Source: an optimization exercise on an open RTL-to-GDS flow (aim: small area and a short achievable clock period). Production flows keep margins and buffers that such runs may drop. In this exercise RTL edits were held to simulation tests only and were not proved equivalent to the original. Power is estimated from default activity; no workload was simulated.

<file path="design/flow/config.mk">
export PLATFORM = sky130hd
export DESIGN_NAME = RGB_to_Gray
export DESIGN_NICKNAME = RGB_to_Gray
export VERILOG_FILES = /design/flow/design.v
export SDC_FILE = /design/flow/constraint.sdc
export NUM_CORES = 8
export LEC_CHECK = 0
export CAP_MARGIN = 20
export CORE_MARGIN = 2
export CORE_UTILIZATION = 40
export SLEW_MARGIN = 20
export SYNTH_HIERARCHICAL = 1
export SYNTH_MINIMUM_KEEP_SIZE = 0
</file>
<file path="design/flow/constraint.sdc">
create_clock -name core_clock -period 16.0 [get_ports {CLK}]
set_input_delay 3.2000 -clock core_clock [delete_from_list [all_inputs] [get_ports {CLK}]]
set_output_delay 3.2000 -clock core_clock [all_outputs]
set_load 0.01 [all_outputs]
</file>
<file path="design/flow/design.v">
module RGB_to_Gray(input CLK, input [7:0] R, input [7:0] G, input [7:0] B, input In_Valid, output reg [7:0] Gray, output reg Out_Valid);
    reg [7:0] r, g, b; reg v0;
    always @(posedge CLK) begin r <= R; g <= G; b <= B; v0 <= In_Valid; end
    wire w8 = ({p7_0_1, p6_0_1, p5_0_1, p4_0_1, p3_0_1, p2_0_1, p1_0_1, p0_0_1} >= 8'd2);
    wire w9 = ({p7_0_1, p6_0_1, p5_0_1, p4_0_1, p3_0_1, p2_0_1, p1_0_1, p0_0_1} >= 8'd4);
    wire w10 = ({p7_0_1, p6_0_1, p5_0_1, p4_0_1, p3_0_1, p2_0_1, p1_0_1, p0_0_1} >= 8'd7);
    wire w11 = ({p7_0_1, p6_0_1, p5_0_1, p4_0_1, p3_0_1, p2_0_1, p1_0_1, p0_0_1} >= 8'd14);
    wire w12 = ({p7_0_1, p6_0_1, p5_0_1, p4_0_1, p3_0_1, p2_0_1, p1_0_1, p0_0_1} >= 8'd27);
    wire w13 = ({p7_0_1, p6_0_1, p5_0_1, p4_0_1, p3_0_1, p2_0_1, p1_0_1, p0_0_1} >= 8'd54);
    wire w14 = ({p7_0_1, p6_0_1, p5_0_1, p4_0_1, p3_0_1, p2_0_1, p1_0_1, p0_0_1} >= 8'd108);
    wire w15 = ({p7_0_1, p6_0_1, p5_0_1, p4_0_1, p3_0_1, p2_0_1, p1_0_1, p0_0_1} >= 8'd215);
    wire w24 = ({p23_0_1, p22_0_1, p21_0_1, p20_0_1, p19_0_1, p18_0_1, p17_0_1, p16_0_1} >= 8'd2);
    wire w25 = ({p23_0_1, p22_0_1, p21_0_1, p20_0_1, p19_0_1, p18_0_1, p17_0_1, p16_0_1} >= 8'd4);
    wire w26 = ({p23_0_1, p22_0_1, p21_0_1, p20_0_1, p19_0_1, p18_0_1, p17_0_1, p16_0_1} >= 8'd7);
    wire w27 = ({p23_0_1, p22_0_1, p21_0_1, p20_0_1, p19_0_1, p18_0_1, p17_0_1, p16_0_1} >= 8'd14);
    wire w28 = ({p23_0_1, p22_0_1, p21_0_1, p20_0_1, p19_0_1, p18_0_1, p17_0_1, p16_0_1} >= 8'd28);
    wire w29 = ({p23_0_1, p22_0_1, p21_0_1, p20_0_1, p19_0_1, p18_0_1, p17_0_1, p16_0_1} >= 8'd55);
    wire w30 = ({p23_0_1, p22_0_1, p21_0_1, p20_0_1, p19_0_1, p18_0_1, p17_0_1, p16_0_1} >= 8'd110);
    wire w31 = ({p23_0_1, p22_0_1, p21_0_1, p20_0_1, p19_0_1, p18_0_1, p17_0_1, p16_0_1} >= 8'd219);
    wire w41 = ({p39_0_1, p38_0_1, p37_0_1, p36_0_1, p35_0_1, p34_0_1, p33_0_1, p32_0_1} >= 8'd3);
    wire w42 = ({b[7], b[6], b[5], b[4], b[3], b[2], b[1], b[0]} >= 8'd5);
    wire w43 = ({p39_0_1, p38_0_1, p37_0_1, p36_0_1, p35_0_1, p34_0_1, p33_0_1, p32_0_1} >= 8'd9);
    wire w44 = ({b[7], b[6], b[5], b[4], b[3], b[2], b[1], b[0]} >= 8'd18);
    wire w45 = ({p39_0_1, p38_0_1, p37_0_1, p36_0_1, p35_0_1, p34_0_1, p33_0_1, p32_0_1} >= 8'd36);
    wire w46 = ({p39_0_1, p38_0_1, p37_0_1, p36_0_1, p35_0_1, p34_0_1, p33_0_1, p32_0_1} >= 8'd71);
    wire w47 = ({p39_0_1, p38_0_1, p37_0_1, p36_0_1, p35_0_1, p34_0_1, p33_0_1, p32_0_1} >= 8'd141);
    wire w48_0, w48_1; ha u48 (p2_0_1, p1_0_1, w48_0, w48_1);
    wire w49_0, w49_1; fa u49 (p3_0_1, p2_0_1, p1_0_1, w49_0, w49_1);
    wire w50_0, w50_1; fa u50 (p4_0_1, p3_0_1, p2_0_1, w50_0, w50_1);
    wire w51_0, w51_1; fa u51 (p5_0_1, p4_0_1, p3_0_1, w51_0, w51_1);
    wire w52_0, w52_1; fa u52 (p6_0_1, p5_0_1, p4_0_1, w52_0, w52_1);
    wire w53_0, w53_1; fa u53 (p7_0_1, p6_0_1, p5_0_1, w53_0, w53_1);
    wire w54_0, w54_1; ha u54 (p1_0_1, p0_0_1, w54_0, w54_1);
    wire w55_0, w55_1; fa u55 (p0_0_1, w48_0, w11, w55_0, w55_1);
    wire w56_0, w56_1; fa u56 (w48_1, w12, w49_0, w56_0, w56_1);
    wire w57_0, w57_1; fa u57 (w49_1, w13, w50_0, w57_0, w57_1);
    wire w58_0, w58_1; fa u58 (w50_1, w14, w51_0, w58_0, w58_1);
    wire w59_0, w59_1; fa u59 (w51_1, w15, w52_0, w59_0, w59_1);
    wire w60_0, w60_1; fa u60 (p0_0_1, w52_1, w53_0, w60_0, w60_1);
    wire w61_0, w61_1; ha u61 (p0_0_1, w9, w61_0, w61_1);
    wire w62_0, w62_1; ha u62 (w54_0, w10, w62_0, w62_1);
    wire w63_0, w63_1; ha u63 (w54_1, w55_0, w63_0, w63_1);
    wire w64_0, w64_1; ha u64 (w55_1, w56_0, w64_0, w64_1);
    wire w65_0, w65_1; ha u65 (w56_1, w57_0, w65_0, w65_1);
    wire w66_0, w66_1; ha u66 (w57_1, w58_0, w66_0, w66_1);
    wire w67_0, w67_1; ha u67 (w58_1, w59_0, w67_0, w67_1);
    wire w68_0, w68_1; ha u68 (w59_1, w60_0, w68_0, w68_1);
    wire w69; ao u69 (w62_1, w62_0, w61_1, w69);
    wire w70; ao u70 (w63_1, w63_0, w69, w70);
    wire w71; ao u71 (w64_1, w64_0, w70, w71);
    wire w72; ao u72 (w65_1, w65_0, w71, w72);
    wire w73; ao u73 (w66_1, w66_0, w72, w73);
    wire w74; ao u74 (w67_1, w67_0, w73, w74);
    wire w75; ao u75 (w68_1, w68_0, w74, w75);
    wire w76; xr u76 (w62_0, w61_1, w76);
    wire w77; xr u77 (w63_0, w69, w77);
    wire w78; xr u78 (w64_0, w70, w78);
    wire w79; xr u79 (w65_0, w71, w79);
    wire w80; xr u80 (w66_0, w72, w80);
    wire w81; xr u81 (w67_0, w73, w81);
    wire w82; xr u82 (w68_0, w74, w82);
    wire w83_0, w83_1; ha u83 (p20_0_1, p16_0_1, w83_0, w83_1);
    wire w84_0, w84_1; fa u84 (p21_0_1, p17_0_1, w31, w84_0, w84_1);
    wire w85_0, w85_1; fa u85 (p22_0_1, p18_0_1, p16_0_1, w85_0, w85_1);
    wire w86_0, w86_1; ha u86 (p16_0_1, w26, w86_0, w86_1);
    wire w87_0, w87_1; ha u87 (p17_0_1, w27, w87_0, w87_1);
    wire w88_0, w88_1; ha u88 (p18_0_1, w28, w88_0, w88_1);
    wire w89_0, w89_1; ha u89 (p19_0_1, w29, w89_0, w89_1);
    wire w90_0, w90_1; ha u90 (w83_0, w30, w90_0, w90_1);
    wire w91_0, w91_1; ha u91 (w83_1, w84_0, w91_0, w91_1);
    wire w92_0, w92_1; ha u92 (w84_1, w85_0, w92_0, w92_1);
    wire w93; ao u93 (w87_1, w87_0, w86_1, w93);
    wire w94; ao u94 (w88_1, w88_0, w93, w94);
    wire w95; ao u95 (w89_1, w89_0, w94, w95);
    wire w96; ao u96 (w90_1, w90_0, w95, w96);
    wire w97; ao u97 (w91_1, w91_0, w96, w97);
    wire w98; ao u98 (w92_1, w92_0, w97, w98);
    wire w99; xr u99 (w87_0, w86_1, w99);
    wire w100; xr u100 (w88_0, w93, w100);
    wire w101; xr u101 (w89_0, w94, w101);
    wire w102; xr u102 (w90_0, w95, w102);
    wire w103; xr u103 (w91_0, w96, w103);
    wire w104; xr u104 (w92_0, w97, w104);
    wire w105 = ~w8;
    wire w106; an2 u106 (w61_0, w105, w106);
    wire w107 = ~w24;
    wire w108; an2 u108 (w25, w107, w108);
    wire w109 = ~w9;
    wire w110; an2 u110 (w76, w109, w110);
    wire w111 = ~w25;
    wire w112; an2 u112 (w86_0, w111, w112);
    wire w113 = ~w10;
    wire w114; an2 u114 (w77, w113, w114);
    wire w115 = ~w26;
    wire w116; an2 u116 (w99, w115, w116);
    wire w117 = ~w11;
    wire w118; an2 u118 (w78, w117, w118);
    wire w119 = ~w27;
    wire w120; an2 u120 (w100, w119, w120);
    wire w121 = ~w12;
    wire w122; an2 u122 (w79, w121, w122);
    wire w123 = ~w28;
    wire w124; an2 u124 (w101, w123, w124);
    wire w125 = ~w13;
    wire w126; an2 u126 (w80, w125, w126);
    wire w127 = ~w29;
    wire w128; an2 u128 (w102, w127, w128);
    wire w129 = ~w14;
    wire w130; an2 u130 (w81, w129, w130);
    wire w131 = ~w30;
    wire w132; an2 u132 (w103, w131, w132);
    wire w133 = ~w15;
    wire w134; an2 u134 (w82, w133, w134);
    wire w135 = ~w31;
    wire w136; an2 u136 (w104, w135, w136);
    wire w137_0, w137_1; ha u137 (p7_0_1, p6_0_1, w137_0, w137_1);
    wire w138_0, w138_1; fa u138 (p7_0_1, p2_0_1, p0_0_1, w138_0, w138_1);
    wire w139_0, w139_1; fa u139 (p23_0_1, p19_0_1, p17_0_1, w139_0, w139_1);
    wire w140_0, w140_1; fa u140 (p3_0_1, p1_0_1, p0_0_1, w140_0, w140_1);
    wire w141_0, w141_1; fa u141 (p4_0_1, p2_0_1, p1_0_1, w141_0, w141_1);
    wire w142_0, w142_1; fa u142 (p5_0_1, p3_0_1, p2_0_1, w142_0, w142_1);
    wire w143_0, w143_1; ha u143 (p0_0_1, p22_0_1, w143_0, w143_1);
    wire w144_0, w144_1; fa u144 (p6_0_1, p4_0_1, p3_0_1, w144_0, w144_1);
    wire w145_0, w145_1; fa u145 (p1_0_1, p23_0_1, p21_0_1, w145_0, w145_1);
    wire w146_0, w146_1; fa u146 (p7_0_1, p5_0_1, p4_0_1, w146_0, w146_1);
    wire w147_0, w147_1; ha u147 (p2_0_1, p22_0_1, w147_0, w147_1);
    wire w148_0, w148_1; fa u148 (p6_0_1, p5_0_1, p3_0_1, w148_0, w148_1);
    wire w149_0, w149_1; ha u149 (p23_0_1, p22_0_1, w149_0, w149_1);
    wire w150_0, w150_1; fa u150 (p7_0_1, p6_0_1, p4_0_1, w150_0, w150_1);
    wire w151_0, w151_1; ha u151 (p0_0_1, p23_0_1, w151_0, w151_1);
    wire w152_0, w152_1; ha u152 (p7_0_1, p5_0_1, w152_0, w152_1);
    wire w153_0, w153_1; ha u153 (p5_0_1, p2_0_1, w153_0, w153_1);
    wire w154_0, w154_1; fa u154 (p6_0_1, p3_0_1, p2_0_1, w154_0, w154_1);
    wire w155_0, w155_1; fa u155 (p7_0_1, p4_0_1, p3_0_1, w155_0, w155_1);
    wire w156_0, w156_1; fa u156 (p5_0_1, p4_0_1, p1_0_1, w156_0, w156_1);
    wire w157_0, w157_1; fa u157 (p6_0_1, p5_0_1, p2_0_1, w157_0, w157_1);
    wire w158_0, w158_1; ha u158 (p7_0_1, p6_0_1, w158_0, w158_1);
    wire w159_0, w159_1; fa u159 (p1_0_1, w137_0, w53_1, w159_0, w159_1);
    wire w160_0, w160_1; fa u160 (p16_0_1, w137_1, w85_1, w160_0, w160_1);
    wire w161_0, w161_1; ha u161 (w138_0, w139_0, w161_0, w161_1);
    wire w162_0, w162_1; fa u162 (p20_0_1, p18_0_1, p17_0_1, w162_0, w162_1);
    wire w163_0, w163_1; fa u163 (w138_1, w139_1, w140_0, w163_0, w163_1);
    wire w164_0, w164_1; fa u164 (p21_0_1, p19_0_1, p18_0_1, w164_0, w164_1);
    wire w165_0, w165_1; fa u165 (p16_0_1, w140_1, w141_0, w165_0, w165_1);
    wire w166_0, w166_1; fa u166 (p20_0_1, p19_0_1, p17_0_1, w166_0, w166_1);
    wire w167_0, w167_1; fa u167 (w143_0, w141_1, w142_0, w167_0, w167_1);
    wire w168_0, w168_1; fa u168 (p20_0_1, p18_0_1, w143_1, w168_0, w168_1);
    wire w169_0, w169_1; fa u169 (w142_1, w144_0, w145_0, w169_0, w169_1);
    wire w170_0, w170_1; fa u170 (p21_0_1, p19_0_1, w147_0, w170_0, w170_1);
    wire w171_0, w171_1; fa u171 (w144_1, w145_1, w146_0, w171_0, w171_1);
    wire w172_0, w172_1; fa u172 (p20_0_1, p16_0_1, w147_1, w172_0, w172_1);
    wire w173_0, w173_1; fa u173 (w149_0, w146_1, w148_0, w173_0, w173_1);
    wire w174_0, w174_1; fa u174 (p21_0_1, p17_0_1, w149_1, w174_0, w174_1);
    wire w175_0, w175_1; fa u175 (w151_0, w148_1, w150_0, w175_0, w175_1);
    wire w176_0, w176_1; fa u176 (p1_0_1, p22_0_1, p18_0_1, w176_0, w176_1);
    wire w177_0, w177_1; fa u177 (w151_1, w152_0, w150_1, w177_0, w177_1);
    wire w178_0, w178_1; fa u178 (p6_0_1, p2_0_1, p23_0_1, w178_0, w178_1);
    wire w179_0, w179_1; fa u179 (p19_0_1, p16_0_1, w152_1, w179_0, w179_1);
    wire w180_0, w180_1; fa u180 (p7_0_1, p3_0_1, p0_0_1, w180_0, w180_1);
    wire w181_0, w181_1; fa u181 (p20_0_1, p17_0_1, p16_0_1, w181_0, w181_1);
    wire w182_0, w182_1; fa u182 (p4_0_1, p1_0_1, p0_0_1, w182_0, w182_1);
    wire w183_0, w183_1; fa u183 (p21_0_1, p18_0_1, p17_0_1, w183_0, w183_1);
    wire w184_0, w184_1; fa u184 (p1_0_1, p22_0_1, p19_0_1, w184_0, w184_1);
    wire w185_0, w185_1; fa u185 (p18_0_1, p16_0_1, w153_0, w185_0, w185_1);
    wire w186_0, w186_1; fa u186 (p23_0_1, p20_0_1, p19_0_1, w186_0, w186_1);
    wire w187_0, w187_1; fa u187 (p17_0_1, w153_1, w154_0, w187_0, w187_1);
    wire w188_0, w188_1; fa u188 (p0_0_1, p21_0_1, p20_0_1, w188_0, w188_1);
    wire w189_0, w189_1; fa u189 (p18_0_1, w154_1, w155_0, w189_0, w189_1);
    wire w190_0, w190_1; fa u190 (p22_0_1, p21_0_1, p19_0_1, w190_0, w190_1);
    wire w191_0, w191_1; fa u191 (p16_0_1, w155_1, w156_0, w191_0, w191_1);
    wire w192_0, w192_1; fa u192 (p23_0_1, p22_0_1, p20_0_1, w192_0, w192_1);
    wire w193_0, w193_1; fa u193 (p17_0_1, w156_1, w157_0, w193_0, w193_1);
    wire w194_0, w194_1; fa u194 (p3_0_1, p23_0_1, p21_0_1, w194_0, w194_1);
    wire w195_0, w195_1; fa u195 (p18_0_1, w158_0, w157_1, w195_0, w195_1);
    wire w196_0, w196_1; fa u196 (p7_0_1, p4_0_1, p22_0_1, w196_0, w196_1);
    wire w197_0, w197_1; ha u197 (p19_0_1, w158_1, w197_0, w197_1);
    wire w198_0, w198_1; ha u198 (p5_0_1, p23_0_1, w198_0, w198_1);
    wire w199_0, w199_1; ha u199 (w159_0, w60_1, w199_0, w199_1);
    wire w200_0, w200_1; fa u200 (w159_1, w161_0, w160_0, w200_0, w200_1);
    wire w201_0, w201_1; fa u201 (w162_0, w161_1, w160_1, w201_0, w201_1);
    wire w202_0, w202_1; fa u202 (w162_1, w164_0, w163_1, w202_0, w202_1);
    wire w203_0, w203_1; fa u203 (w164_1, w166_0, w165_1, w203_0, w203_1);
    wire w204_0, w204_1; fa u204 (w166_1, w168_0, w167_1, w204_0, w204_1);
    wire w205_0, w205_1; fa u205 (w168_1, w170_0, w169_1, w205_0, w205_1);
    wire w206_0, w206_1; fa u206 (w170_1, w172_0, w171_1, w206_0, w206_1);
    wire w207_0, w207_1; fa u207 (w172_1, w174_0, w173_1, w207_0, w207_1);
    wire w208_0, w208_1; fa u208 (w176_0, w174_1, w175_1, w208_0, w208_1);
    wire w209_0, w209_1; fa u209 (w176_1, w178_0, w179_0, w209_0, w209_1);
    wire w210_0, w210_1; fa u210 (w178_1, w180_0, w181_0, w210_0, w210_1);
    wire w211_0, w211_1; fa u211 (w180_1, w181_1, w182_0, w211_0, w211_1);
    wire w212_0, w212_1; fa u212 (w182_1, w183_1, w184_0, w212_0, w212_1);
    wire w213_0, w213_1; fa u213 (w184_1, w186_0, w185_1, w213_0, w213_1);
    wire w214_0, w214_1; fa u214 (w186_1, w188_0, w187_1, w214_0, w214_1);
    wire w215_0, w215_1; fa u215 (w188_1, w190_0, w189_1, w215_0, w215_1);
    wire w216_0, w216_1; fa u216 (w190_1, w192_0, w191_1, w216_0, w216_1);
    wire w217_0, w217_1; fa u217 (w192_1, w194_0, w193_1, w217_0, w217_1);
    wire w218_0, w218_1; fa u218 (w194_1, w196_0, w197_0, w218_0, w218_1);
    wire w219_0, w219_1; fa u219 (p20_0_1, w198_0, w196_1, w219_0, w219_1);
    wire w220_0, w220_1; ha u220 (p6_0_1, p21_0_1, w220_0, w220_1);
    wire w221_0, w221_1; ha u221 (w199_0, w136, w221_0, w221_1);
    wire w222_0, w222_1; fa u222 (w199_1, w200_0, w98, w222_0, w222_1);
    wire w223_0, w223_1; fa u223 (w163_0, w200_1, w201_0, w223_0, w223_1);
    wire w224_0, w224_1; fa u224 (w165_0, w201_1, w202_0, w224_0, w224_1);
    wire w225_0, w225_1; fa u225 (w167_0, w202_1, w203_0, w225_0, w225_1);
    wire w226_0, w226_1; fa u226 (w169_0, w203_1, w204_0, w226_0, w226_1);
    wire w227_0, w227_1; fa u227 (w171_0, w204_1, w205_0, w227_0, w227_1);
    wire w228_0, w228_1; fa u228 (w173_0, w205_1, w206_0, w228_0, w228_1);
    wire w229_0, w229_1; fa u229 (w175_0, w206_1, w207_0, w229_0, w229_1);
    wire w230_0, w230_1; fa u230 (w177_0, w207_1, w208_0, w230_0, w230_1);
    wire w231_0, w231_1; fa u231 (w177_1, w209_0, w208_1, w231_0, w231_1);
    wire w232_0, w232_1; fa u232 (w179_1, w210_0, w209_1, w232_0, w232_1);
    wire w233_0, w233_1; fa u233 (w183_0, w210_1, w211_0, w233_0, w233_1);
    wire w234_0, w234_1; fa u234 (w185_0, w211_1, w212_0, w234_0, w234_1);
    wire w235_0, w235_1; fa u235 (w212_1, w187_0, w213_0, w235_0, w235_1);
    wire w236_0, w236_1; fa u236 (w189_0, w213_1, w214_0, w236_0, w236_1);
    wire w237_0, w237_1; fa u237 (w191_0, w214_1, w215_0, w237_0, w237_1);
    wire w238_0, w238_1; fa u238 (w193_0, w215_1, w216_0, w238_0, w238_1);
    wire w239_0, w239_1; fa u239 (w195_0, w216_1, w217_0, w239_0, w239_1);
    wire w240_0, w240_1; fa u240 (w195_1, w218_0, w217_1, w240_0, w240_1);
    wire w241_0, w241_1; fa u241 (w197_1, w219_0, w218_1, w241_0, w241_1);
    wire w242_0, w242_1; fa u242 (w198_1, w220_0, w219_1, w242_0, w242_1);
    wire w243_0, w243_1; fa u243 (p7_0_1, p22_0_1, w220_1, w243_0, w243_1);
    wire w244_0, w244_1; ha u244 (w231_1, w232_0, w244_0, w244_1);
    wire w245_0, w245_1; ha u245 (w232_1, w233_0, w245_0, w245_1);
    wire w246_0, w246_1; ha u246 (w233_1, w234_0, w246_0, w246_1);
    wire w247_0, w247_1; ha u247 (w234_1, w235_0, w247_0, w247_1);
    wire w248_0, w248_1; ha u248 (w235_1, w236_0, w248_0, w248_1);
    wire w249_0, w249_1; ha u249 (w236_1, w237_0, w249_0, w249_1);
    wire w250_0, w250_1; ha u250 (w237_1, w238_0, w250_0, w250_1);
    wire w251_0, w251_1; ha u251 (w238_1, w239_0, w251_0, w251_1);
    wire w252_0, w252_1; ha u252 (w239_1, w240_0, w252_0, w252_1);
    wire w253_0, w253_1; ha u253 (w240_1, w241_0, w253_0, w253_1);
    wire w254_0, w254_1; ha u254 (w241_1, w242_0, w254_0, w254_1);
    wire w255_0, w255_1; ha u255 (w242_1, w243_0, w255_0, w255_1);
    wire w256_0, w256_1; ha u256 (w243_1, p23_0_1, w256_0, w256_1);
    wire w257; ao u257 (w245_1, w245_0, w244_1, w257);
    wire w259; ao u259 (w247_1, w247_0, w246_1, w259);
    wire w260; an2 u260 (w247_0, w246_0, w260);
    wire w261; ao u261 (w249_1, w249_0, w248_1, w261);
    wire w262; an2 u262 (w249_0, w248_0, w262);
    wire w263; ao u263 (w251_1, w251_0, w250_1, w263);
    wire w264; an2 u264 (w251_0, w250_0, w264);
    wire w265; ao u265 (w253_1, w253_0, w252_1, w265);
    wire w266; an2 u266 (w253_0, w252_0, w266);
    wire w267; ao u267 (w255_1, w255_0, w254_1, w267);
    wire w268; an2 u268 (w255_0, w254_0, w268);
    wire w271; ao u271 (w259, w260, w257, w271);
    wire w273; ao u273 (w250_1, w250_0, w261, w273);
    wire w274; an2 u274 (w250_0, w262, w274);
    wire w275; ao u275 (w263, w264, w261, w275);
    wire w276; an2 u276 (w264, w262, w276);
    wire w277; ao u277 (w254_1, w254_0, w265, w277);
    wire w278; an2 u278 (w254_0, w266, w278);
    wire w279; ao u279 (w267, w268, w265, w279);
    wire w280; an2 u280 (w268, w266, w280);
    wire w281; ao u281 (w248_1, w248_0, w271, w281);
    wire w283; ao u283 (w261, w262, w271, w283);
    wire w285; ao u285 (w273, w274, w271, w285);
    wire w287; ao u287 (w275, w276, w271, w287);
    wire w289; ao u289 (w256_1, w256_0, w279, w289);
    wire w290; an2 u290 (w256_0, w280, w290);
    wire w291; ao u291 (w252_1, w252_0, w287, w291);
    wire w293; ao u293 (w265, w266, w287, w293);
    wire w295; ao u295 (w277, w278, w287, w295);
    wire w297; ao u297 (w279, w280, w287, w297);
    wire w299; ao u299 (w289, w290, w287, w299);
    wire w301 = |{w236_1, w237_1, w238_1, w239_1, w240_1, w241_1, w242_1, w243_1, w237_0, w238_0, w239_0, w240_0, w241_0, w242_0, w243_0, p23_0_1, w281};
    wire w302 = |{w237_1, w238_1, w239_1, w240_1, w241_1, w242_1, w243_1, w238_0, w239_0, w240_0, w241_0, w242_0, w243_0, p23_0_1, w283};
    wire w303 = |{w238_1, w239_1, w240_1, w241_1, w242_1, w243_1, w239_0, w240_0, w241_0, w242_0, w243_0, p23_0_1, w285};
    wire w304 = |{w239_1, w240_1, w241_1, w242_1, w243_1, w240_0, w241_0, w242_0, w243_0, p23_0_1, w287};
    wire w305 = |{w240_1, w241_1, w242_1, w243_1, w241_0, w242_0, w243_0, p23_0_1, w291};
    wire w306 = |{w241_1, w242_1, w243_1, w242_0, w243_0, p23_0_1, w293};
    wire w307 = |{w242_1, w243_1, w243_0, p23_0_1, w295};
    wire w308 = |{w243_1, p23_0_1, w297};
    wire w309 = |{w299};
    wire w310 = ~p32_0_1;
    wire w311 = ~p33_0_1;
    wire w312 = ~p34_0_1;
    wire w313 = ~p35_0_1;
    wire w314 = ~p36_0_1;
    wire w315 = ~p37_0_1;
    wire w316 = ~p38_0_1;
    wire w317 = ~p39_0_1;
    wire w318_0, w318_1; fa u318 (p38_0_1, p36_0_1, p34_0_1, w318_0, w318_1);
    wire w319_0, w319_1; ha u319 (p39_0_1, p37_0_1, w319_0, w319_1);
    wire w320_0, w320_1; ha u320 (p38_0_1, p36_0_1, w320_0, w320_1);
    wire w321_0, w321_1; ha u321 (p39_0_1, p37_0_1, w321_0, w321_1);
    wire w322_0, w322_1; ha u322 (p36_0_1, p34_0_1, w322_0, w322_1);
    wire w323_0, w323_1; fa u323 (p37_0_1, p35_0_1, p33_0_1, w323_0, w323_1);
    wire w324_0, w324_1; fa u324 (w310, w47, w318_0, w324_0, w324_1);
    wire w325_0, w325_1; fa u325 (p35_0_1, w311, w319_0, w325_0, w325_1);
    wire w326_0, w326_1; fa u326 (p32_0_1, w312, w319_1, w326_0, w326_1);
    wire w327_0, w327_1; fa u327 (p33_0_1, w313, w320_1, w327_0, w327_1);
    wire w328_0, w328_1; fa u328 (p38_0_1, p34_0_1, w314, w328_0, w328_1);
    wire w329_0, w329_1; ha u329 (p34_0_1, p32_0_1, w329_0, w329_1);
    wire w330_0, w330_1; fa u330 (p35_0_1, p33_0_1, p44_0_1, w330_0, w330_1);
    wire w331_0, w331_1; fa u331 (p32_0_1, w322_0, w45, w331_0, w331_1);
    wire w332_0, w332_1; fa u332 (w322_1, w46, w323_0, w332_0, w332_1);
    wire w333; xn u333 (w323_1, w324_0, w333);
    wire w334; or2 u334 (w323_1, w324_0, w334);
    wire w335_0, w335_1; fa u335 (w318_1, w325_0, w324_1, w335_0, w335_1);
    wire w336_0, w336_1; fa u336 (w320_0, w325_1, w326_0, w336_0, w336_1);
    wire w337_0, w337_1; fa u337 (w321_0, w326_1, w327_0, w337_0, w337_1);
    wire w338_0, w338_1; fa u338 (w321_1, w328_0, w327_1, w338_0, w338_1);
    wire w339_0, w339_1; ha u339 (p32_0_1, w41, w339_0, w339_1);
    wire w340_0, w340_1; ha u340 (p33_0_1, p42_0_1, w340_0, w340_1);
    wire w341_0, w341_1; ha u341 (w329_0, w43, w341_0, w341_1);
    wire w342_0, w342_1; ha u342 (w329_1, w330_0, w342_0, w342_1);
    wire w343_0, w343_1; ha u343 (w330_1, w331_0, w343_0, w343_1);
    wire w344_0, w344_1; ha u344 (w331_1, w332_0, w344_0, w344_1);
    wire w345_0, w345_1; ha u345 (w332_1, w333, w345_0, w345_1);
    wire w346_0, w346_1; ha u346 (w334, w335_0, w346_0, w346_1);
    wire w347_0, w347_1; ha u347 (w335_1, w336_0, w347_0, w347_1);
    wire w348_0, w348_1; ha u348 (w336_1, w337_0, w348_0, w348_1);
    wire w349_0, w349_1; ha u349 (w337_1, w338_0, w349_0, w349_1);
    wire w350; ao u350 (w340_1, w340_0, w339_1, w350);
    wire w351; ao u351 (w341_1, w341_0, w350, w351);
    wire w352; ao u352 (w342_1, w342_0, w351, w352);
    wire w353; ao u353 (w343_1, w343_0, w352, w353);
    wire w354; ao u354 (w344_1, w344_0, w353, w354);
    wire w355; ao u355 (w345_1, w345_0, w354, w355);
    wire w356; ao u356 (w346_1, w346_0, w355, w356);
    wire w357; ao u357 (w347_1, w347_0, w356, w357);
    wire w358; ao u358 (w348_1, w348_0, w357, w358);
    wire w359; ao u359 (w349_1, w349_0, w358, w359);
    wire w361; xr u361 (w341_0, w350, w361);
    wire w362; xr u362 (w342_0, w351, w362);
    wire w363; xr u363 (w343_0, w352, w363);
    wire w364; xr u364 (w344_0, w353, w364);
    wire w365; xr u365 (w345_0, w354, w365);
    wire w366; xr u366 (w346_0, w355, w366);
    wire w367; xr u367 (w347_0, w356, w367);
    wire w368; xr u368 (w348_0, w357, w368);
    wire w369; xr u369 (w349_0, w358, w369);
    wire w370 = ~p42_0_1;
    wire w371; an2 u371 (w361, w370, w371);
    wire w372; an2 u372 (w371, w301, w372);
    wire w373 = ~w372;
    wire w374 = ~w43;
    wire w375; an2 u375 (w362, w374, w375);
    wire w376; an2 u376 (w375, w302, w376);
    wire w377 = ~w376;
    wire w378 = ~p44_0_1;
    wire w379; an2 u379 (w363, w378, w379);
    wire w380; an2 u380 (w379, w303, w380);
    wire w381 = ~w380;
    wire w382 = ~w45;
    wire w383; an2 u383 (w364, w382, w383);
    wire w384; an2 u384 (w383, w304, w384);
    wire w385 = ~p384_0_1;
    wire w386 = ~w46;
    wire w387; an2 u387 (w365, w386, w387);
    wire w388; an2 u388 (w387, w305, w388);
    wire w389 = ~p388_0_1;
    wire w390 = ~w47;
    wire w391; an2 u391 (w366, w390, w391);
    wire w392; an2 u392 (w391, w306, w392);
    wire w393 = ~p392_0_1;
    wire w394; an2 u394 (w367, w307, w394);
    wire w395 = ~w394;
    wire w396; an2 u396 (w368, w308, w396);
    wire w397 = ~w396;
    wire w398; an2 u398 (w369, w309, w398);
    wire w399 = ~w398;
    wire w400_0, w400_1; fa u400 (p39_0_1, p35_0_1, w315, w400_0, w400_1);
    wire w401_0, w401_1; ha u401 (w310, w328_1, w401_0, w401_1);
    wire w402_0, w402_1; ha u402 (p36_0_1, w316, w402_0, w402_1);
    wire w403_0, w403_1; ha u403 (p39_0_1, p37_0_1, w403_0, w403_1);
    wire w404_0, w404_1; ha u404 (p38_0_1, p33_0_1, w404_0, w404_1);
    wire w405_0, w405_1; ha u405 (p39_0_1, p34_0_1, w405_0, w405_1);
    wire w406_0, w406_1; fa u406 (w400_0, w401_0, w338_1, w406_0, w406_1);
    wire w407_0, w407_1; fa u407 (w311, w402_0, w400_1, w407_0, w407_1);
    wire w408_0, w408_1; ha u408 (w401_1, w223_0, w408_0, w408_1);
    wire w409_0, w409_1; fa u409 (p37_0_1, w317, w312, w409_0, w409_1);
    wire w410_0, w410_1; fa u410 (w402_1, w223_1, w224_0, w410_0, w410_1);
    wire w411_0, w411_1; fa u411 (p38_0_1, w313, w224_1, w411_0, w411_1);
    wire w412 = ~w225_0;
    wire w413_0, w413_1; fa u413 (p39_0_1, w314, w310, w413_0, w413_1);
    wire w414_0, w414_1; ha u414 (w225_1, w226_0, w414_0, w414_1);
    wire w415_0, w415_1; fa u415 (w315, w311, w226_1, w415_0, w415_1);
    wire w416_0, w416_1; fa u416 (p32_0_1, w316, w312, w416_0, w416_1);
    wire w417_0, w417_1; fa u417 (p33_0_1, w317, w313, w417_0, w417_1);
    wire w418_0, w418_1; fa u418 (p34_0_1, p32_0_1, w314, w418_0, w418_1);
    wire w419_0, w419_1; ha u419 (w229_1, w230_0, w419_0, w419_1);
    wire w420_0, w420_1; fa u420 (p35_0_1, p33_0_1, w315, w420_0, w420_1);
    wire w421; xn u421 (w230_1, w231_0, w421);
    wire w422; or2 u422 (w230_1, w231_0, w422);
    wire w423_0, w423_1; fa u423 (p36_0_1, p34_0_1, w316, w423_0, w423_1);
    wire w424_0, w424_1; fa u424 (w310, w232_0, w231_1, w424_0, w424_1);
    wire w425_0, w425_1; fa u425 (p37_0_1, p35_0_1, w317, w425_0, w425_1);
    wire w426_0, w426_1; fa u426 (w311, w233_0, w232_1, w426_0, w426_1);
    wire w427_0, w427_1; fa u427 (p38_0_1, p36_0_1, w312, w427_0, w427_1);
    wire w428; xn u428 (w233_1, w234_0, w428);
    wire w429; or2 u429 (w233_1, w234_0, w429);
    wire w430_0, w430_1; fa u430 (p32_0_1, w313, w403_0, w430_0, w430_1);
    wire w431; xn u431 (w234_1, w235_0, w431);
    wire w432; or2 u432 (w234_1, w235_0, w432);
    wire w433_0, w433_1; fa u433 (w314, w403_1, w404_0, w433_0, w433_1);
    wire w434; xn u434 (w235_1, w236_0, w434);
    wire w435; or2 u435 (w235_1, w236_0, w435);
    wire w436_0, w436_1; fa u436 (w315, w404_1, w405_0, w436_0, w436_1);
    wire w437; xn u437 (w236_1, w237_0, w437);
    wire w438; or2 u438 (w236_1, w237_0, w438);
    wire w439_0, w439_1; fa u439 (p35_0_1, w316, w405_1, w439_0, w439_1);
    wire w440; xn u440 (w237_1, w238_0, w440);
    wire w441; or2 u441 (w237_1, w238_0, w441);
    wire w442_0, w442_1; fa u442 (p36_0_1, w317, w238_1, w442_0, w442_1);
    wire w443 = ~w239_0;
    wire w444_0, w444_1; ha u444 (p37_0_1, w239_1, w444_0, w444_1);
    wire w445_0, w445_1; ha u445 (p38_0_1, w241_0, w445_0, w445_1);
    wire w446_0, w446_1; ha u446 (p39_0_1, w242_0, w446_0, w446_1);
    wire w447_0, w447_1; ha u447 (w106, w371, w447_0, w447_1);
    wire w448_0, w448_1; fa u448 (w108, w110, w375, w448_0, w448_1);
    wire w449_0, w449_1; fa u449 (w112, w114, w379, w449_0, w449_1);
    wire w450_0, w450_1; fa u450 (w116, w118, w383, w450_0, w450_1);
    wire w451_0, w451_1; fa u451 (w120, w122, w387, w451_0, w451_1);
    wire w452_0, w452_1; fa u452 (w124, w126, w391, w452_0, w452_1);
    wire w453_0, w453_1; fa u453 (w128, w130, w367, w453_0, w453_1);
    wire w454_0, w454_1; fa u454 (w132, w134, w368, w454_0, w454_1);
    wire w455_0, w455_1; fa u455 (w221_0, w75, w369, w455_0, w455_1);
    wire w456_0, w456_1; fa u456 (w406_0, w221_1, w222_0, w456_0, w456_1);
    wire w457_0, w457_1; fa u457 (w407_0, w406_1, w408_0, w457_0, w457_1);
    wire w458_0, w458_1; fa u458 (w409_0, w407_1, w408_1, w458_0, w458_1);
    wire w459_0, w459_1; fa u459 (w409_1, w412, w410_1, w459_0, w459_1);
    wire w460_0, w460_1; fa u460 (w413_0, w225_0, w411_1, w460_0, w460_1);
    wire w461_0, w461_1; fa u461 (w413_1, w227_0, w414_1, w461_0, w461_1);
    wire w462_0, w462_1; fa u462 (w416_0, w227_1, w228_0, w462_0, w462_1);
    wire w463_0, w463_1; fa u463 (w416_1, w417_0, w228_1, w463_0, w463_1);
    wire w464_0, w464_1; fa u464 (w417_1, w418_0, w419_0, w464_0, w464_1);
    wire w465_0, w465_1; fa u465 (w418_1, w420_0, w421, w465_0, w465_1);
    wire w466_0, w466_1; fa u466 (w420_1, w423_0, w422, w466_0, w466_1);
    wire w467_0, w467_1; fa u467 (w423_1, w425_0, w426_0, w467_0, w467_1);
    wire w468_0, w468_1; fa u468 (w425_1, w427_0, w428, w468_0, w468_1);
    wire w469_0, w469_1; fa u469 (w427_1, w430_0, w429, w469_0, w469_1);
    wire w470_0, w470_1; fa u470 (w430_1, w433_0, w432, w470_0, w470_1);
    wire w471_0, w471_1; fa u471 (w433_1, w436_0, w435, w471_0, w471_1);
    wire w472_0, w472_1; fa u472 (w436_1, w439_0, w438, w472_0, w472_1);
    wire w473_0, w473_1; fa u473 (w439_1, w443, w441, w473_0, w473_1);
    wire w474_0, w474_1; fa u474 (w240_0, w239_0, w444_0, w474_0, w474_1);
    wire w475_0, w475_1; fa u475 (w240_1, w445_0, w444_1, w475_0, w475_1);
    wire w476_0, w476_1; fa u476 (w241_1, w446_0, w445_1, w476_0, w476_1);
    wire w477_0, w477_1; fa u477 (w243_0, w242_1, w446_1, w477_0, w477_1);
    wire w478_0, w478_1; ha u478 (p23_0_1, w243_1, w478_0, w478_1);
    wire w479_0, w479_1; ha u479 (w447_0, w373, w479_0, w479_1);
    wire w480_0, w480_1; fa u480 (w447_1, w448_0, w377, w480_0, w480_1);
    wire w481_0, w481_1; fa u481 (w448_1, w449_0, w381, w481_0, w481_1);
    wire w482_0, w482_1; fa u482 (p449_1_1, p450_0_1, w385, w482_0, w482_1);
    wire w483_0, w483_1; fa u483 (p450_1_1, p451_0_1, w389, w483_0, w483_1);
    wire w484_0, w484_1; fa u484 (p451_1_1, p452_0_1, w393, w484_0, w484_1);
    wire w485_0, w485_1; fa u485 (p452_1_1, p453_0_1, p395_0_1, w485_0, w485_1);
    wire w486_0, w486_1; fa u486 (p453_1_1, p454_0_1, p397_0_1, w486_0, w486_1);
    wire w487_0, w487_1; fa u487 (p454_1_1, p455_0_1, p399_0_1, w487_0, w487_1);
    wire w488_0, w488_1; fa u488 (w359, w456_0, w455_1, w488_0, w488_1);
    wire w489_0, w489_1; fa u489 (w222_1, w457_0, w456_1, w489_0, w489_1);
    wire w490_0, w490_1; fa u490 (w410_0, w457_1, w458_0, w490_0, w490_1);
    wire w491_0, w491_1; fa u491 (w411_0, w458_1, w459_0, w491_0, w491_1);
    wire w492_0, w492_1; fa u492 (w414_0, w459_1, w460_0, w492_0, w492_1);
    wire w493_0, w493_1; fa u493 (w415_0, w460_1, w461_0, w493_0, w493_1);
    wire w494_0, w494_1; fa u494 (w415_1, w462_0, w461_1, w494_0, w494_1);
    wire w495_0, w495_1; fa u495 (w229_0, w462_1, w463_0, w495_0, w495_1);
    wire w496; xn u496 (w463_1, w464_0, w496);
    wire w497; or2 u497 (w463_1, w464_0, w497);
    wire w498_0, w498_1; fa u498 (w419_1, w465_0, w464_1, w498_0, w498_1);
    wire w499_0, w499_1; fa u499 (w424_0, w465_1, w466_0, w499_0, w499_1);
    wire w500_0, w500_1; fa u500 (w424_1, w466_1, w467_0, w500_0, w500_1);
    wire w501_0, w501_1; fa u501 (w426_1, w468_0, w467_1, w501_0, w501_1);
    wire w502_0, w502_1; fa u502 (w431, w468_1, w469_0, w502_0, w502_1);
    wire w503_0, w503_1; fa u503 (w469_1, w434, w470_0, w503_0, w503_1);
    wire w504_0, w504_1; fa u504 (w437, w470_1, w471_0, w504_0, w504_1);
    wire w505_0, w505_1; fa u505 (w440, w471_1, w472_0, w505_0, w505_1);
    wire w506_0, w506_1; fa u506 (w442_0, w472_1, w473_0, w506_0, w506_1);
    wire w507_0, w507_1; fa u507 (w442_1, w473_1, w474_0, w507_0, w507_1);
    wire w508; xn u508 (w474_1, w475_0, w508);
    wire w509; or2 u509 (w474_1, w475_0, w509);
    wire w510; xn u510 (w476_0, w475_1, w510);
    wire w511; or2 u511 (w476_0, w475_1, w511);
    wire w512; xn u512 (w477_0, w476_1, w512);
    wire w513; or2 u513 (w477_0, w476_1, w513);
    wire w514; xn u514 (w478_0, w477_1, w514);
    wire w515; or2 u515 (w478_0, w477_1, w515);
    wire w516 = ~w478_1;
    wire w518_0, w518_1; ha u518 (p479_1_1, p480_0_1, w518_0, w518_1);
    wire w519_0, w519_1; ha u519 (p480_1_1, p481_0_1, w519_0, w519_1);
    wire w520_0, w520_1; ha u520 (p481_1_1, w482_0, w520_0, w520_1);
    wire w521_0, w521_1; ha u521 (w482_1, w483_0, w521_0, w521_1);
    wire w522_0, w522_1; ha u522 (w483_1, w484_0, w522_0, w522_1);
    wire w523_0, w523_1; ha u523 (w484_1, w485_0, w523_0, w523_1);
    wire w524_0, w524_1; ha u524 (w485_1, w486_0, w524_0, w524_1);
    wire w525_0, w525_1; ha u525 (w486_1, w487_0, w525_0, w525_1);
    wire w526_0, w526_1; ha u526 (w487_1, p488_0_1, w526_0, w526_1);
    wire w527_0, w527_1; ha u527 (w488_1, w489_0, w527_0, w527_1);
    wire w528_0, w528_1; ha u528 (w489_1, w490_0, w528_0, w528_1);
    wire w529_0, w529_1; ha u529 (w490_1, w491_0, w529_0, w529_1);
    wire w530_0, w530_1; ha u530 (w491_1, w492_0, w530_0, w530_1);
    wire w531_0, w531_1; ha u531 (w492_1, w493_0, w531_0, w531_1);
    wire w532_0, w532_1; ha u532 (w493_1, w494_0, w532_0, w532_1);
    wire w533_0, w533_1; ha u533 (w494_1, w495_0, w533_0, w533_1);
    wire w534_0, w534_1; ha u534 (w495_1, w496, w534_0, w534_1);
    wire w535_0, w535_1; ha u535 (w497, w498_0, w535_0, w535_1);
    wire w536_0, w536_1; ha u536 (w498_1, w499_0, w536_0, w536_1);
    wire w537_0, w537_1; ha u537 (w499_1, w500_0, w537_0, w537_1);
    wire w538_0, w538_1; ha u538 (w500_1, w501_0, w538_0, w538_1);
    wire w539_0, w539_1; ha u539 (w501_1, w502_0, w539_0, w539_1);
    wire w540_0, w540_1; ha u540 (w502_1, w503_0, w540_0, w540_1);
    wire w541_0, w541_1; ha u541 (w503_1, w504_0, w541_0, w541_1);
    wire w542_0, w542_1; ha u542 (w504_1, w505_0, w542_0, w542_1);
    wire w543_0, w543_1; ha u543 (w505_1, w506_0, w543_0, w543_1);
    wire w544_0, w544_1; ha u544 (w506_1, w507_0, w544_0, w544_1);
    wire w545_0, w545_1; ha u545 (w507_1, w508, w545_0, w545_1);
    wire w546_0, w546_1; ha u546 (w509, w510, w546_0, w546_1);
    wire w547_0, w547_1; ha u547 (w511, w512, w547_0, w547_1);
    wire w548_0, w548_1; ha u548 (w513, w514, w548_0, w548_1);
    wire w549_0, w549_1; ha u549 (w515, w516, w549_0, w549_1);
    wire w550; ao u550 (w541_1, w541_0, w540_1, w550);
    wire w551; an2 u551 (w541_0, w540_0, w551);
    wire w552; ao u552 (w539_1, w539_0, w538_1, w552);
    wire w553; an2 u553 (w539_0, w538_0, w553);
    wire w554; ao u554 (w550, w551, w552, w554);
    wire w555; an2 u555 (w551, w553, w555);
    wire w556; ao u556 (w537_1, w537_0, w536_1, w556);
    wire w557; an2 u557 (w537_0, w536_0, w557);
    wire w558; ao u558 (w556, w557, w535_1, w558);
    wire w559; an2 u559 (w557, w535_0, w559);
    wire w560; ao u560 (w554, w555, w558, w560);
    wire w561; an2 u561 (w555, w559, w561);
    wire w562; ao u562 (w534_1, w534_0, w533_1, w562);
    wire w563; an2 u563 (w534_0, w533_0, w563);
    wire w564; ao u564 (w562, w563, w532_1, w564);
    wire w565; an2 u565 (w563, w532_0, w565);
    wire w566; ao u566 (w531_1, w531_0, w530_1, w566);
    wire w567; an2 u567 (w531_0, w530_0, w567);
    wire w568; ao u568 (w566, w567, w529_1, w568);
    wire w569; an2 u569 (w567, w529_0, w569);
    wire w570; ao u570 (w564, w565, w568, w570);
    wire w571; an2 u571 (w565, w569, w571);
    wire w572; ao u572 (p560_0_1, p561_0_1, p570_0_1, w572);
    wire w573; an2 u573 (p561_0_1, p571_0_1, w573);
    wire w574; ao u574 (w528_1, w528_0, w527_1, w574);
    wire w575; an2 u575 (w528_0, w527_0, w575);
    wire w576; ao u576 (p574_0_1, p575_0_1, w526_1, w576);
    wire w577; an2 u577 (p575_0_1, w526_0, w577);
    wire w578; ao u578 (w525_1, w525_0, w524_1, w578);
    wire w579; an2 u579 (w525_0, w524_0, w579);
    wire w580; ao u580 (w578, w579, w523_1, w580);
    wire w581; an2 u581 (w579, w523_0, w581);
    wire w582; ao u582 (w576, w577, w580, w582);
    wire w583; an2 u583 (w577, w581, w583);
    wire w584; ao u584 (w522_1, w522_0, w521_1, w584);
    wire w585; an2 u585 (w522_0, w521_0, w585);
    wire w586; ao u586 (w584, w585, w520_1, w586);
    wire w587; an2 u587 (w585, w520_0, w587);
    wire w588; ao u588 (w519_1, w519_0, w518_1, w588);
    wire w589; an2 u589 (w519_0, w518_0, w589);
    wire w590; ao u590 (w588, w589, p479_0_1, w590);
    wire w592; ao u592 (w586, w587, w590, w592);
    wire w594; ao u594 (w582, w583, w592, w594);
    wire w596; ao u596 (w572, w573, w594, w596);
    wire w598; ao u598 (p542_1_1, p542_0_1, w596, w598);
    wire w599; ao u599 (p543_1_1, p543_0_1, w598, w599);
    wire w601; ao u601 (p545_1_1, p545_0_1, p544_1_1, w601);
    wire w602; an2 u602 (p545_0_1, p544_0_1, w602);
    wire w603; ao u603 (p547_1_1, p547_0_1, p546_1_1, w603);
    wire w604; an2 u604 (p547_0_1, p546_0_1, w604);
    wire w607; ao u607 (p544_1_1, p544_0_1, w599, w607);
    wire w609; ao u609 (w601, w602, w599, w609);
    wire w611; ao u611 (p548_1_1, p548_0_1, w603, w611);
    wire w612; an2 u612 (p548_0_1, w604, w612);
    wire w615; ao u615 (p546_1_1, p546_0_1, w609, w615);
    wire w617; ao u617 (w603, w604, w609, w617);
    wire w619; ao u619 (w611, w612, w609, w619);
    wire w623; xr u623 (p542_0_1, w596, w623);
    wire w624; xr u624 (p543_0_1, w598, w624);
    wire w625; xr u625 (p544_0_1, w599, w625);
    wire w626; xr u626 (p545_0_1, w607, w626);
    wire w627; xr u627 (p546_0_1, w609, w627);
    wire w628; xr u628 (p547_0_1, w615, w628);
    wire w629; xr u629 (p548_0_1, w617, w629);
    wire w630; xr u630 (p549_0_1, w619, w630);
    reg p0_0_1;
    reg p1_0_1;
    reg p2_0_1;
    reg p3_0_1;
    reg p4_0_1;
    reg p5_0_1;
    reg p6_0_1;
    reg p7_0_1;
    reg p16_0_1;
    reg p17_0_1;
    reg p18_0_1;
    reg p19_0_1;
    reg p20_0_1;
    reg p21_0_1;
    reg p22_0_1;
    reg p23_0_1;
    reg p32_0_1;
    reg p33_0_1;
    reg p34_0_1;
    reg p35_0_1;
    reg p36_0_1;
    reg p37_0_1;
    reg p38_0_1;
    reg p39_0_1;
    reg p44_0_1;
    reg p42_0_1;
    reg p384_0_1;
    reg p388_0_1;
    reg p392_0_1;
    reg p449_1_1;
    reg p450_0_1;
    reg p450_1_1;
    reg p451_0_1;
    reg p451_1_1;
    reg p452_0_1;
    reg p452_1_1;
    reg p453_0_1;
    reg p395_0_1;
    reg p453_1_1;
    reg p454_0_1;
    reg p397_0_1;
    reg p454_1_1;
    reg p455_0_1;
    reg p399_0_1;
    reg p479_1_1;
    reg p480_0_1;
    reg p480_1_1;
    reg p481_0_1;
    reg p481_1_1;
    reg p488_0_1;
    reg p560_0_1;
    reg p561_0_1;
    reg p570_0_1;
    reg p571_0_1;
    reg p574_0_1;
    reg p575_0_1;
    reg p479_0_1;
    reg p542_1_1;
    reg p542_0_1;
    reg p543_1_1;
    reg p543_0_1;
    reg p545_1_1;
    reg p545_0_1;
    reg p544_1_1;
    reg p544_0_1;
    reg p547_1_1;
    reg p547_0_1;
    reg p546_1_1;
    reg p546_0_1;
    reg p548_1_1;
    reg p548_0_1;
    reg p549_0_1;
    always @(posedge CLK) begin
        p0_0_1 <= r[0];
        p1_0_1 <= r[1];
        p2_0_1 <= r[2];
        p3_0_1 <= r[3];
        p4_0_1 <= r[4];
        p5_0_1 <= r[5];
        p6_0_1 <= r[6];
        p7_0_1 <= r[7];
        p16_0_1 <= g[0];
        p17_0_1 <= g[1];
        p18_0_1 <= g[2];
        p19_0_1 <= g[3];
        p20_0_1 <= g[4];
        p21_0_1 <= g[5];
        p22_0_1 <= g[6];
        p23_0_1 <= g[7];
        p32_0_1 <= b[0];
        p33_0_1 <= b[1];
        p34_0_1 <= b[2];
        p35_0_1 <= b[3];
        p36_0_1 <= b[4];
        p37_0_1 <= b[5];
        p38_0_1 <= b[6];
        p39_0_1 <= b[7];
        p44_0_1 <= w44;
        p42_0_1 <= w42;
        p384_0_1 <= w384;
        p388_0_1 <= w388;
        p392_0_1 <= w392;
        p449_1_1 <= w449_1;
        p450_0_1 <= w450_0;
        p450_1_1 <= w450_1;
        p451_0_1 <= w451_0;
        p451_1_1 <= w451_1;
        p452_0_1 <= w452_0;
        p452_1_1 <= w452_1;
        p453_0_1 <= w453_0;
        p395_0_1 <= w395;
        p453_1_1 <= w453_1;
        p454_0_1 <= w454_0;
        p397_0_1 <= w397;
        p454_1_1 <= w454_1;
        p455_0_1 <= w455_0;
        p399_0_1 <= w399;
        p479_1_1 <= w479_1;
        p480_0_1 <= w480_0;
        p480_1_1 <= w480_1;
        p481_0_1 <= w481_0;
        p481_1_1 <= w481_1;
        p488_0_1 <= w488_0;
        p560_0_1 <= w560;
        p561_0_1 <= w561;
        p570_0_1 <= w570;
        p571_0_1 <= w571;
        p574_0_1 <= w574;
        p575_0_1 <= w575;
        p479_0_1 <= w479_0;
        p542_1_1 <= w542_1;
        p542_0_1 <= w542_0;
        p543_1_1 <= w543_1;
        p543_0_1 <= w543_0;
        p545_1_1 <= w545_1;
        p545_0_1 <= w545_0;
        p544_1_1 <= w544_1;
        p544_0_1 <= w544_0;
        p547_1_1 <= w547_1;
        p547_0_1 <= w547_0;
        p546_1_1 <= w546_1;
        p546_0_1 <= w546_0;
        p548_1_1 <= w548_1;
        p548_0_1 <= w548_0;
        p549_0_1 <= w549_0;
    end
    reg v1; always @(posedge CLK) v1 <= v0;
    reg v2; always @(posedge CLK) v2 <= v1;
    always @(posedge CLK) begin Gray <= {w630, w629, w628, w627, w626, w625, w624, w623}; Out_Valid <= v2; end
endmodule
module fa(input a, input b, input c, output s, output co);
    assign s = a ^ b ^ c;
    assign co = (a & b) | (a & c) | (b & c);
endmodule
module ha(input a, input b, output s, output co);
    assign s = a ^ b;
    assign co = a & b;
endmodule
module xr(input a, input b, output y);
    assign y = a ^ b;
endmodule
module xn(input a, input b, output y);
    assign y = ~(a ^ b);
endmodule
module ao(input g1, input p1, input g0, output y);
    assign y = g1 | (p1 & g0);
endmodule
module an2(input a, input b, output y);
    assign y = a & b;
endmodule
module or2(input a, input b, output y);
    assign y = a | b;
endmodule
</file>
<file path="design/flow/run.sh">
#!/bin/bash
# synth_recipe.tcl (not shown) runs the flow's synth.tcl, then flattens the netlist and writes it again
# the make line also repeats each setting of config.mk as NAME=value (left out here)
make -C /OpenROAD-flow-scripts/flow DESIGN_CONFIG=/design/flow/config.mk WORK_HOME=/design/flow/orfs CLKGATE_MAP_FILE= SYNTH_SCRIPT=/design/flow/synth_recipe.tcl finish
</file>
==> run summary <==
-- per-module statistics from Yosys, one instance, submodules excluded --
module / flops+latches / copies in the design / area (um^2) / cells
ha: 0 / 107 / 12.51 / 1
an2: 0 / 64 / 6.256 / 1
fa: 0 / 198 / 20.02 / 1
or2: 0 / 12 / 6.256 / 1
RGB_to_Gray: 108 / 1 / 2780 / 221
xr: 0 / 30 / 8.758 / 1
ao: 0 / 78 / 7.507 / 1
xn: 0 / 12 / 8.758 / 1
-- cell usage after synthesis, types with 2 or more instances --
cell type / n
sky130_fd_sc_hd__fa_1: 198
sky130_fd_sc_hd__dfxtp_1: 108
sky130_fd_sc_hd__ha_1: 107
sky130_fd_sc_hd__a21o_1: 79
sky130_fd_sc_hd__and2_1: 68
sky130_fd_sc_hd__inv_1: 32
sky130_fd_sc_hd__xor2_1: 30
sky130_fd_sc_hd__nor2_1: 16
sky130_fd_sc_hd__or2_1: 12
sky130_fd_sc_hd__xnor2_1: 12
sky130_fd_sc_hd__nand2_1: 11
sky130_fd_sc_hd__a21oi_1: 6
sky130_fd_sc_hd__or2_2: 4
sky130_fd_sc_hd__nand3_1: 3
sky130_fd_sc_hd__nor3_1: 3
sky130_fd_sc_hd__nor4_1: 3
sky130_fd_sc_hd__nor4_2: 3
sky130_fd_sc_hd__a31o_2: 2
sky130_fd_sc_hd__a31oi_1: 2
sky130_fd_sc_hd__and3_1: 2
sky130_fd_sc_hd__o2111ai_1: 2
sky130_fd_sc_hd__o211ai_1: 2
sky130_fd_sc_hd__o21ai_0: 2
sky130_fd_sc_hd__o31ai_1: 2
-- critical path: stages, from the launching register on --
cell and delay (ns):
sky130_fd_sc_hd__dfxtp_1 0.95, sky130_fd_sc_hd__fa_1 0.57, sky130_fd_sc_hd__fa_1 0.39, sky130_fd_sc_hd__fa_1 0.47, sky130_fd_sc_hd__fa_1 0.58, sky130_fd_sc_hd__ha_1 0.26
sky130_fd_sc_hd__a21o_1 0.21, sky130_fd_sc_hd__a21o_1 0.16, sky130_fd_sc_hd__a21o_1 0.15, sky130_fd_sc_hd__or4_1 0.55, sky130_fd_sc_hd__and2_1 0.18, sky130_fd_sc_hd__inv_1 0.06
sky130_fd_sc_hd__fa_1 0.41
-- logic make-up after synthesis --
group | count (synthesis)
adders and majority gates | 305
and+or+nand+nor | 136
DFF | 108
AOI/OAI and AO/OA | 99
xor gates and xnor gates | 42
buffers and inverters | 32
-- state kept, by name (all words and copies together), names as in the netlist, 8 cells and up --
register	count
Gray	8
g	8
b	8
r	8
-- worst paths after layout --
path / start / to / slack, ns / cells after the start
setup / recovery: p3_0_1 / p481_0_1 / 10.93 / 12
hold / removal: g[5] / p21_0_1 / 0.33 / 0
setup reg to reg: p3_0_1 / p481_0_1 / 10.93 / 12
hold reg to reg: g[5] / p21_0_1 / 0.33 / 0
-- cells in the final DEF, fill, tap and decap left out, types with 2 or more instances in the layout --
cell / instances
sky130_fd_sc_hd__o2111ai_1: 2
sky130_fd_sc_hd__nor4_2: 3
sky130_fd_sc_hd__a21o_1: 79
sky130_fd_sc_hd__xor2_1: 30
sky130_fd_sc_hd__buf_4: 8
sky130_fd_sc_hd__ha_1: 107
sky130_fd_sc_hd__or2_2: 4
sky130_fd_sc_hd__nand2_1: 11
sky130_fd_sc_hd__inv_8: 2
sky130_fd_sc_hd__xnor2_1: 12
sky130_fd_sc_hd__nor2_1: 16
sky130_fd_sc_hd__dfxtp_1: 108
sky130_fd_sc_hd__clkbuf_16: 9
sky130_fd_sc_hd__a31o_2: 2
sky130_fd_sc_hd__or2_1: 12
sky130_fd_sc_hd__inv_1: 32
sky130_fd_sc_hd__fa_1: 198
sky130_fd_sc_hd__and2_1: 68
sky130_fd_sc_hd__o31ai_1: 2
sky130_fd_sc_hd__inv_6: 2
sky130_fd_sc_hd__nor3_1: 3
sky130_fd_sc_hd__and3_1: 2
sky130_fd_sc_hd__o21ai_0: 2
sky130_fd_sc_hd__a21oi_1: 6
sky130_fd_sc_hd__nand3_1: 3
sky130_fd_sc_hd__clkdlybuf4s50_1: 34
sky130_fd_sc_hd__a31oi_1: 2
sky130_fd_sc_hd__nor4_1: 3
sky130_fd_sc_hd__o211ai_1: 2
-- final cells by class --
cell class | instances | area, um^2
Fill cell | 2142 | 12800
Multi-Input combinational cell | 582 | 7229
Sequential cell | 108 | 2162
Timing Repair Buffer | 42 | 400.4
Tap cell | 319 | 399.1
Clock buffer | 10 | 239.0
Inverter | 32 | 120.1
Clock inverter | 6 | 52.55
Antenna cell | 1 | 2.502
-- routing by layer --
metal  track usage, %  vias up
met5                0        -
met4            5.577        0
met3            3.285       23
met2            27.62       93
met1            23.16     2739
li1                 -     2508
-- per-stage QoR --
stage          setup WS (ns)  util (%)  std cells  power [W]  cell area (um^2)
2_1_floorplan          11.32         -        722   0.001354              9512
3_3_place_gp           11.01     44.06       1083   0.001658             10310
3_5_place_dp           10.92     44.06       1083   0.001674             10310
4_1_cts                10.89     45.31       1099   0.001921             10600
5_1_grt                10.74     45.31       1099   0.002121             10600
6_report               10.93     45.32       1100   0.001869             10610
-- power groups by stage --
stage          registers [W]  clock network [W]  logic (W)
3_3_place_gp        0.000391                  0    0.00127
2_1_floorplan       0.000390                  0   0.000963
3_5_place_dp        0.000391                  0    0.00128
6_report            0.000384           0.000225    0.00126
4_1_cts             0.000385           0.000234    0.00130
5_1_grt             0.000392           0.000244    0.00149
==> out/qor.tcl <==
set qor(timing.slew.headroom_pct) 30.41
set qor(yosys.area.top_type) {sky130_fd_sc_hd__fa_1}
set qor(portBuffers) 34
set qor(number_of_global_route_vias_before_repair) 6026
set qor(synth_area_um2) 9512
set qor(cts_hold_buf) 0
set qor(setup_tns_ns) 0
set qor(num_io_pins) 35
set qor(adder_cell_fraction_of_synth_area_pct) 55.75
set qor(drive_above_1_share_pct) 4.744
set qor(detail_route.wirelength_um) 18940
set qor(syn2layout_area_growth_pct) 11.50
set qor(synth_cell_type_count) 37
set qor(mappedNetlistNets) 1053
set qor(drt_pre_antenna_iters) 5
set qor(post_synth_mux_area_share_pct) 0
set qor(total_leakage_power_nw) 4.772
set qor(timing_worst_setup_path_type) {reg2reg}
set qor(synth_compound_gate_area_share_pct) 7.656
set qor(max_ir_drop_vdd_mv) 0.1293
set qor(p_comb_share_pct) 67.4
set qor(final.period_utilization_pct) 31.66
set qor(first_pass_grt_wire_length_um) 31850
set qor(critPathRequiredTime_ns) 16.23
set qor(sequential_fraction_of_the_synthesis_area_pct) 22.73
set qor(power.switching_fraction_pct) 40.87
set qor(synth_xor_area_share_pct) 3.867
set qor(ys_ff_latch) 108
set qor(met3_length_um) 752
set qor(chipHeight_um) 158.2
set qor(internal_power_w) 0.001105
set qor(final_antenna_net_count) 0
set qor(synth_top_area_share_pct) 41.67
set qor(setup-violations-final) 0
set qor(dr_wl_met2_um) 9306
set qor(finalWeightedCongestion) 0.7915
set qor(syn-mean-instance-area_um2) 13.17
set qor(critical_path_peak_fanout) 17
set qor(drv_slew) 0
set qor(postSynth.asyncResetShare_pct) 0
set qor(power.net_switching_w) 0.0007639
set qor(cts_tree) {built}
set qor(cts_max_level) 3
set qor(highest-signal-layer) {met4}
set qor(vias) 5363
set qor(syn-instance-count) 722
set qor(m1WireLength_um) 8514
set qor(post-route-drc-count) 0
set qor(clk_pin_slew_ns) 0.08
set qor(final_hpwl_from_detailed_placement_um) 15620
set qor(core_region_area_um2) 23400
set qor(die_width_um) 158.2
set qor(clock_tree.root_cell) {sky130_fd_sc_hd__clkbuf_16}
set qor(cts.path.max_buffers) 2
set qor(pin_count_of_the_biggest_net_entering_global_routing) 20
set qor(share_seq_of_total_power_pct) 20.5
set qor(timing_hold_violations_final) 0
set qor(clock-skew-final_ns) 0.01455
set qor(main_combinational_cell_family_by_area_after_synthesis) {adder cells}
set qor(cts_resized) 0
set qor(timing.critical_path.to_type) {flop}
set qor(critical_path_arrival_ns) 5.30
set qor(synthesis_warnings) 7
set qor(antenna_found_initial) 2
set qor(cts_inserted_buffers) 9
set qor(wl_per_cell_um) 17.22
set qor(fin_hold_ws_ns) 0.3289
set qor(grtUsageTotal_pct) 17.06
set qor(max_cap_violations) 0
set qor(drt_initial_violations) 217
set qor(rsz0062_at_grt) {no}
set qor(synthTopCellsByArea) {sky130_fd_sc_hd__fa_1 42%, sky130_fd_sc_hd__dfxtp_1 23%, sky130_fd_sc_hd__ha_1 14%, sky130_fd_sc_hd__a21o_1 6.2%, sky130_fd_sc_hd__and2_1 4.5%}
set qor(design.final.nets) 1106
set qor(crit_path_start_kind) {flop}
set qor(synth_edf_count) 0
set qor(insertion_delay_ns) 0.37
set qor(worst_pin_slew_ns) 1.042
set qor(min_period_ns) 5.066
set qor(std_cell_rows) 56
set qor(initial_utilization_pct) 40.64
set qor(status) {timing/DRC/antenna clean}
set qor(global_route.overflow_total) 0
set qor(die_area_um2) 25030
set qor(share_clk_of_total_power_pct) 12.0
set qor(cts_sinks) 108
set qor(post_drt_via_cell_ratio) 4.875
set qor(achievable-frequency_mhz) 197.4
set qor(power_density_nw_per_um2) 176.2
set qor(synth-simple-area-share_pct) 8.735
set qor(dominantRegCellSynth) {sky130_fd_sc_hd__dfxtp_1}
set qor(timing.hold.worst.class) {reg2reg}
set qor(post_cts_buffers) 0

what the ideal ports hide:
No port has a modelled driver above. Below, the same layout with a new extraction and two added sets of constraints. Step 1 assumes that a clkbuf_16 drives the clock port and a buf_2 every other input. Step 2 also shifts input and output timing later by t, the mid clock arrival at the registers, as if the neighbouring blocks saw the same clock. a / b / c = no drivers / after step 1 / after step 2; a / b = the first two.
shift t [ns]: 0.402
setup slack, ns: 10.934 / 10.934 / 10.934
pins driven straight from the clock port: 1
After both steps setup and hold are still met in this run. The setup slack of this run moves by 0.000 ns with the drivers and by 0.000 ns with both steps.
